Source: an optimization exercise on an open RTL-to-GDS flow (aim: small area and few clock cycles per item). Production flows keep margins and buffers that such runs may drop.

## the reference run
==> flow/design.v <==
module padder1(in, byte_num, out);
    input      [63:0] in;
    input      [2:0]  byte_num;
    output     [63:0] out;
    genvar j;
    generate
      for (j = 0; j < 8; j = j + 1) begin : B
        assign out[8*j+7:8*j] = (j < byte_num) ? in[8*j+7:8*j] :
                                (j == byte_num) ? 8'h01 : 8'h00;
      end
    endgenerate
endmodule
module padder(clk, reset, in, in_ready, is_last, byte_num, buffer_full, out, out_ready, f_ack);
    input              clk, reset;
    input      [63:0]  in;
    input              in_ready, is_last;
    input      [2:0]   byte_num;
    output             buffer_full;
    output     [575:0] out;          
    output             out_ready;    
    input              f_ack;        
    reg        [63:0]  lane [0:8];
    reg        [8:0]   wp;           
    reg        [8:0]   vmask;        
    reg                full;
    wire       [63:0]  w, wpad, wd;
    wire               accept;
    assign buffer_full = full & ~f_ack;
    assign out_ready   = full;
    assign accept      = in_ready & ~buffer_full;
    genvar j;
    generate
      for (j = 0; j < 8; j = j + 1) begin : SW
        assign w[8*j+7:8*j] = in[63-8*j:56-8*j];
      end
    endgenerate
    padder1 p0 (w, byte_num, wpad);
    assign wd = is_last ? wpad : w;
    always @ (posedge clk)
      if (reset) begin
        wp    <= 9'b1;
        full  <= 1'b0;
        vmask <= 9'b0;
      end else begin
        if (f_ack)
          full <= 1'b0;
        if (accept) begin
          if (is_last) begin
            wp    <= 9'b1;
            full  <= 1'b1;
            vmask <= {wp[8], |wp[8:7], |wp[8:6], |wp[8:5], |wp[8:4],
                      |wp[8:3], |wp[8:2], |wp[8:1], 1'b1};
          end else
            wp <= {wp[7:0], 1'b0};
        end
      end
    generate
      for (j = 0; j < 9; j = j + 1) begin : L
        always @ (posedge clk)
          if (accept & wp[j])
            lane[j] <= wd;
        if (j == 8)
          assign out[64*j+63:64*j] = (lane[j] & {64{vmask[j]}}) | 64'h8000000000000000;
        else
          assign out[64*j+63:64*j] = lane[j] & {64{vmask[j]}};
      end
    endgenerate
endmodule
module rconst2in1(i, rc);
    input      [4:0]  i;
    output reg [63:0] rc;
    always @ (*)
      case (i)
        5'd0:  rc = 64'h0000000000000001;
        5'd1:  rc = 64'h0000000000008082;
        5'd2:  rc = 64'h800000000000808A;
        5'd3:  rc = 64'h8000000080008000;
        5'd4:  rc = 64'h000000000000808B;
        5'd5:  rc = 64'h0000000080000001;
        5'd6:  rc = 64'h8000000080008081;
        5'd7:  rc = 64'h8000000000008009;
        5'd8:  rc = 64'h000000000000008A;
        5'd9:  rc = 64'h0000000000000088;
        5'd10: rc = 64'h0000000080008009;
        5'd11: rc = 64'h000000008000000A;
        5'd12: rc = 64'h000000008000808B;
        5'd13: rc = 64'h800000000000008B;
        5'd14: rc = 64'h8000000000008089;
        5'd15: rc = 64'h8000000000008003;
        5'd16: rc = 64'h8000000000008002;
        5'd17: rc = 64'h8000000000000080;
        5'd18: rc = 64'h000000000000800A;
        5'd19: rc = 64'h800000008000000A;
        5'd20: rc = 64'h8000000080008081;
        5'd21: rc = 64'h8000000000008080;
        5'd22: rc = 64'h0000000080000001;
        5'd23: rc = 64'h8000000080008008;
        default: rc = 64'h0;
      endcase
endmodule
module keccak_theta(in, out);
    input  [1599:0] in;
    output [1599:0] out;
    wire [63:0] a [0:24];
    wire [63:0] c [0:4];
    wire [63:0] d [0:4];
    genvar x, y;
    generate
      for (x = 0; x < 25; x = x + 1) begin : A
        assign a[x] = in[64*x+63:64*x];
      end
      for (x = 0; x < 5; x = x + 1) begin : C
        assign c[x] = a[x] ^ a[x+5] ^ a[x+10] ^ a[x+15] ^ a[x+20];
      end
      for (x = 0; x < 5; x = x + 1) begin : D
        assign d[x] = c[(x+4)%5] ^ {c[(x+1)%5][62:0], c[(x+1)%5][63]};
      end
      for (x = 0; x < 5; x = x + 1) begin : RP
        for (y = 0; y < 5; y = y + 1) begin : RPY
          localparam integer N = (x == 0 && y == 0) ? 0 :
                                 (x == 1 && y == 0) ? 1 :
                                 (x == 2 && y == 0) ? 62 :
                                 (x == 3 && y == 0) ? 28 :
                                 (x == 4 && y == 0) ? 27 :
                                 (x == 0 && y == 1) ? 36 :
                                 (x == 1 && y == 1) ? 44 :
                                 (x == 2 && y == 1) ? 6 :
                                 (x == 3 && y == 1) ? 55 :
                                 (x == 4 && y == 1) ? 20 :
                                 (x == 0 && y == 2) ? 3 :
                                 (x == 1 && y == 2) ? 10 :
                                 (x == 2 && y == 2) ? 43 :
                                 (x == 3 && y == 2) ? 25 :
                                 (x == 4 && y == 2) ? 39 :
                                 (x == 0 && y == 3) ? 41 :
                                 (x == 1 && y == 3) ? 45 :
                                 (x == 2 && y == 3) ? 15 :
                                 (x == 3 && y == 3) ? 21 :
                                 (x == 4 && y == 3) ? 8 :
                                 (x == 0 && y == 4) ? 18 :
                                 (x == 1 && y == 4) ? 2 :
                                 (x == 2 && y == 4) ? 61 :
                                 (x == 3 && y == 4) ? 56 : 14;
          localparam integer T = y + 5*((2*x+3*y)%5);
          wire [63:0] t = a[x+5*y] ^ d[x];
          if (N == 0)
            assign out[64*T+63:64*T] = t;
          else
            assign out[64*T+63:64*T] = {t[63-N:0], t[63:64-N]};
        end
      end
    endgenerate
endmodule
module keccak_chi(in, rc, out);
    input  [1599:0] in;
    input  [63:0]   rc;
    output [1599:0] out;
    wire [63:0] b [0:24];
    genvar x, y;
    generate
      for (x = 0; x < 25; x = x + 1) begin : B
        assign b[x] = in[64*x+63:64*x];
      end
      for (x = 0; x < 5; x = x + 1) begin : CHI
        for (y = 0; y < 5; y = y + 1) begin : CHIY
          if (x == 0 && y == 0)
            assign out[63:0] = b[0] ^ (~b[1] & b[2]) ^ rc;
          else
            assign out[64*(x+5*y)+63:64*(x+5*y)] =
              b[x+5*y] ^ (~b[(x+1)%5+5*y] & b[(x+2)%5+5*y]);
        end
      end
    endgenerate
endmodule
module f_permutation(clk, reset, in, in_ready, ack, out, out_ready);
    input              clk, reset;
    input      [575:0] in;
    input              in_ready;
    output             ack;           
    output reg [511:0] out;           
    output reg         out_ready;
    reg        [1599:0] ra, rb;       
    reg                 va, vb;       
    reg         [2:0]   pa, pb;       
    wire                fin = va & (pa == 3'd7);   
    assign ack = in_ready & (~va | fin);
    always @ (posedge clk)
      if (reset) begin
        va        <= 1'b0;
        vb        <= 1'b0;
        out_ready <= 1'b0;
      end else begin
        va        <= vb;
        vb        <= ack | (va & ~fin);
        out_ready <= fin;
      end
    always @ (posedge clk) begin
      pa <= pb;
      pb <= ack ? 3'd0 : pa + 3'd1;
    end
    wire [4:0]    ia  = {pb, 1'b0} + pb;          
    wire [4:0]    ib1 = {pa, 1'b0} + pa + 5'd1;
    wire [4:0]    ib2 = {pa, 1'b0} + pa + 5'd2;
    wire [63:0]   rca, rcb1, rcb2;
    rconst2in1 rca_  (ia,  rca);
    rconst2in1 rcb1_ (ib1, rcb1);
    rconst2in1 rcb2_ (ib2, rcb2);
    wire [1599:0] a1, a2, a3, b1, b2, b3;
    keccak_theta ta1 (rb, a1);
    keccak_chi   ca2 (a1, rca, a2);
    keccak_theta ta3 (a2, a3);
    keccak_chi   cb1 (ra, rcb1, b1);
    keccak_theta tb2 (b1, b2);
    keccak_chi   cb3 (b2, rcb2, b3);
    always @ (posedge clk) begin
      ra  <= a3;
      rb  <= ack ? {1024'b0, in} : b3;
      out <= b3[511:0];
    end
endmodule
module keccak(clk, reset, in, in_ready, is_last, byte_num, buffer_full, out, out_ready);
    input              clk, reset;
    input      [63:0]  in;
    input              in_ready, is_last;
    input      [2:0]   byte_num;
    output             buffer_full;
    output     [511:0] out;
    output             out_ready;
    wire       [575:0] block;
    wire               block_ready;
    wire               f_ack;
    wire       [511:0] f_out;
    padder
      padder_ (clk, reset, in, in_ready, is_last, byte_num, buffer_full, block, block_ready, f_ack);
    f_permutation
      f_permutation_ (clk, reset, block, block_ready, f_ack, f_out, out_ready);
    genvar j;
    generate
      for (j = 0; j < 64; j = j + 1) begin : O
        assign out[511-8*j:504-8*j] = f_out[64*(j/8)+8*(j%8)+7:64*(j/8)+8*(j%8)];
      end
    endgenerate
endmodule
clock: 5.0 ns
lec_check: 0
cap_margin: 35
core_margin: 2
core_utilization: 32
slew_margin: 35
standard.sh (not shown) runs the stock make flow with config.mk's settings and CLKGATE_MAP_FILE= SYNTH_SCRIPT=/design/flow/synth_recipe.tcl, a recipe that flattens the netlist after the stock synthesis.
==> flow/flow/run.sh <==
#!/bin/bash
# Layout flow: the standard ORFS flow, except that ABC maps the logic for
# area (map -a) instead of the speed script. Registers are mapped before ABC
# runs, so they are the standard synthesis's, with the same names and cells.
set -euo pipefail
W=$PWD
rm -rf scripts_mod
mkdir -p scripts_mod
cp -r "$FLOW_HOME"/scripts/. scripts_mod/
cp flow/abc_area.script scripts_mod/abc_area.script
make -C "$FLOW_HOME" DESIGN_CONFIG="$W/config.mk" WORK_HOME="$W/orfs" CLKGATE_MAP_FILE= \
  SYNTH_SCRIPT="$W/synth_recipe.tcl" SCRIPTS_DIR="$W/scripts_mod" ABC_AREA=1 synth > synth.log 2>&1
bash standard.sh > standard.log 2>&1
==> flow/flow/abc_area.script <==
strash
dch
map -a
topo
The reference run never completed, since it errored out during 5_1_grt.
Edits applied to the flow inputs when going from the reference run to the trial run:
# the reference run
export LEC_CHECK = 0
export CAP_MARGIN = 35
export CORE_MARGIN = 2
export CORE_UTILIZATION = 32
export SLEW_MARGIN = 35
create_clock -name core_clock -period 5.0 [get_ports {clk}]
# the trial run
export LEC_CHECK = 0
export CAP_MARGIN = 35
export CORE_MARGIN = 2
export CORE_UTILIZATION = 25
export SLEW_MARGIN = 35
create_clock -name core_clock -period 5.0 [get_ports {clk}]
--- outcome ---
As the logs show, the trial run stopped at 5_1_grt after a tool error, so it never reached the end of the flow. Sum of net half-perimeters after detailed placement, the trial run vs the reference run: up by more than half. Summary of the trial run over the reference run: simple-gate share of the synthesized area has remained practically unchanged, share of synthesized cell area in full adder, half adder and majority cells flat. Looking at total clock buffers created by CTS across the reference run and the trial run, the one that comes out lower is the reference run. Relative to the reference run, the number of gates resized after cts of the trial run is lower by 106. Per the comparison of the trial run with the reference run, placed instance count up 10200, post-CTS setup repair buffer count down 3, worst-case clock buffer depth up 1. Of the reference run and the trial run, the trial run shows the lower routability-driven placement congestion ratio, with the reference run above it. Relative to the reference run, the number of placement rows measured on the trial run has increased by more than 10%.
No functional check of the RTL was part of any run of this note.

========
== oak ==
Another version of the RTL of keccak (not shown whole).
Size: about 33,000 cells after synthesis, roughly 3,800 flip-flops, roughly 590 I/O pins.
make LEC_CHECK=0 CAP_MARGIN=35 CORE_MARGIN=2 CORE_UTILIZATION=40 SLEW_MARGIN=35 finish   # period 5.0 ns
run.sh (not shown) runs the stock make flow with config.mk's settings and CLKGATE_MAP_FILE= SYNTH_SCRIPT=/design/flow/synth_recipe.tcl, a recipe that flattens the netlist after the stock synthesis.
Stock flow here: none of the scripts above is used.
oak terminated abnormally: global routing (5_1_grt) reported GRT-0116.
### oak -> pine
==> flow/flow/run.sh (new file) <==
#!/bin/bash
# Layout flow: the standard ORFS flow, except that ABC maps the logic for
# area (map -a) instead of the speed script. Registers are mapped before ABC
# runs, so they are the standard synthesis's, with the same names and cells.
set -euo pipefail
W=$PWD
rm -rf scripts_mod
mkdir -p scripts_mod
cp -r "$FLOW_HOME"/scripts/. scripts_mod/
cp flow/abc_area.script scripts_mod/abc_area.script
make -C "$FLOW_HOME" DESIGN_CONFIG="$W/config.mk" WORK_HOME="$W/orfs" CLKGATE_MAP_FILE= \
  SYNTH_SCRIPT="$W/synth_recipe.tcl" SCRIPTS_DIR="$W/scripts_mod" ABC_AREA=1 synth > synth.log 2>&1
bash standard.sh > standard.log 2>&1
==> flow/flow/abc_area.script (new file) <==
strash
dch
map -a
topo
==> flow/standard.sh (new file) <==
#!/bin/bash
# synth_recipe.tcl (not shown) runs the flow's synth.tcl, then flattens the netlist and writes it again
# the make line also repeats each setting of config.mk as NAME=value (left out here)
make -C /OpenROAD-flow-scripts/flow DESIGN_CONFIG=/design/flow/config.mk WORK_HOME=/design/flow/orfs CLKGATE_MAP_FILE= SYNTH_SCRIPT=/design/flow/synth_recipe.tcl "${@:-finish}"
removed: flow/run.sh
### Flow results
- Between pine and oak, the adder and majority gate portion of the synthesized area does not differ in any meaningful way.
- pine against oak: number of gates given a new drive strength after cts decreased by 268 relative to the old numbers, post-synthesis compound-gate area fraction moved down, number of standard cells after synthesis shows a reduction of 2,373, maximum level of the CTS H-tree did not really move.
- pine did not finish; a tool error ended it in global routing (5_1_grt).
- Standard-cell row count in pine is 27 below oak.
- Chip width in pine vs oak: down 8.4%
- Number of distinct library cells after synthesis of pine falls short of that of oak by more than half.
No run of this note included a check of the RTL's function; only the layout flow was run.

========
v22:
keccak, a different RTL version from the one above (not shown whole).
Size: about 590 I/O pins, ~0.26 mm2 of cells after synthesis.
clock: 5.0 ns
lec_check: 0
cap_margin: 10
core_margin: 2
core_utilization: 28
place_density: 0.55
slew_margin: 10
standard.sh (not shown) runs the stock make flow with config.mk's settings and CLKGATE_MAP_FILE= SYNTH_SCRIPT=/design/flow/synth_recipe.tcl, a recipe that flattens the netlist after the stock synthesis.
==> flow/flow/run.sh <==
#!/bin/bash
# Layout flow: the standard ORFS flow, except that ABC maps the logic for
# area (map -a) instead of the speed script. Registers are mapped before ABC
# runs, so they are the standard synthesis's, with the same names and cells.
set -euo pipefail
W=$PWD
rm -rf scripts_mod
mkdir -p scripts_mod
cp -r "$FLOW_HOME"/scripts/. scripts_mod/
cp flow/abc_area.script scripts_mod/abc_area.script
make -C "$FLOW_HOME" DESIGN_CONFIG="$W/config.mk" WORK_HOME="$W/orfs" CLKGATE_MAP_FILE= \
  SYNTH_SCRIPT="$W/synth_recipe.tcl" SCRIPTS_DIR="$W/scripts_mod" ABC_AREA=1 synth > synth.log 2>&1
bash standard.sh > standard.log 2>&1
==> flow/flow/abc_area.script <==
strash
dch
map -a
topo
v22 never completed; the flow aborted with a tool error in 5_1_grt.
For v55, these inputs were changed with respect to v22:
Settings: an added CTS_BUF_LIST of sky130_fd_sc_hd__clkbuf_8; a change of PLACE_DENSITY from 0.55 to 0.45; a change of CORE_UTILIZATION from 28 to 35; an added CTS_CLUSTER_SIZE of 20.
Results
- For v55, the flow was terminated by a tool error in 5_1_grt and produced no final design.
- Of v55 and v22, it is v55 that has the lower height of the die.
- Width of the die (v55 over v22): decrease, about 10%
- Taking v22 as the reference, in v55 placed instance area decreased by 8.5% relative to the old numbers; maximum clock path buffer count decreased by 1 relative to the old numbers; post-cts resize count increased by 24% relative to the old numbers.
> inputs changed (v55 -> v57)
Settings: a deleted CTS_CLUSTER_SIZE that had been 20; a change of CORE_UTILIZATION from 35 to 30; a change of PLACE_DENSITY from 0.45 to 0.42; a deleted CTS_BUF_LIST that had been sky130_fd_sc_hd__clkbuf_8.
--- outcome ---
Status: v57 FAILED at 5_1_grt (tool error). What ended v55 was a tool error in 5_1_grt; the run never finished. Distinct cell type count of the synthesized netlist: v57 vs v55 identical. Number of buffers inserted to repair setup after CTS: lower on v55. [compare] base=v55 new=v57: worst slack after detailed placement now smaller; cell count after synthesis did not really move; post-synthesis register bit count did not really move; total placed cells including tap cells up 5.1%; total CTS buffers decreased 246. Compared to v55, v57 has routability congestion estimate from global placement 6.5% lower. [v57] standard-cell row count rose 7.9% relative to v55. Compare v55 and v57 | number of resized instances in the post-cts repair step lower: v57.
Here is what was changed in the inputs of v32 compared with v57.
Settings: changing PLACE_DENSITY from 0.42 to 0.5; changing CORE_UTILIZATION from 30 to 24.
Notes after the runs:
- v32 got as far as 5_1_grt, where a tool error ended the run.
- v57 → v32: post-CTS resize count went up 13%; die height went up 12%; buffers inserted during post-CTS setup optimization went down 3.
- Re global placer's final weighted congestion: v57 was higher than v32.
- Maximum count of clock buffers along a single path delta for v32 relative to v57: 1 higher
- Per the comparison of v32 with v57, number of sinks handled by clock tree synthesis saw little to no change, effective utilization at floorplan saw a decrease, CTS buffer count saw an increase, horizontal die dimension saw an increase.
Function was not checked in any run of this note: the RTL went through the layout flow alone.
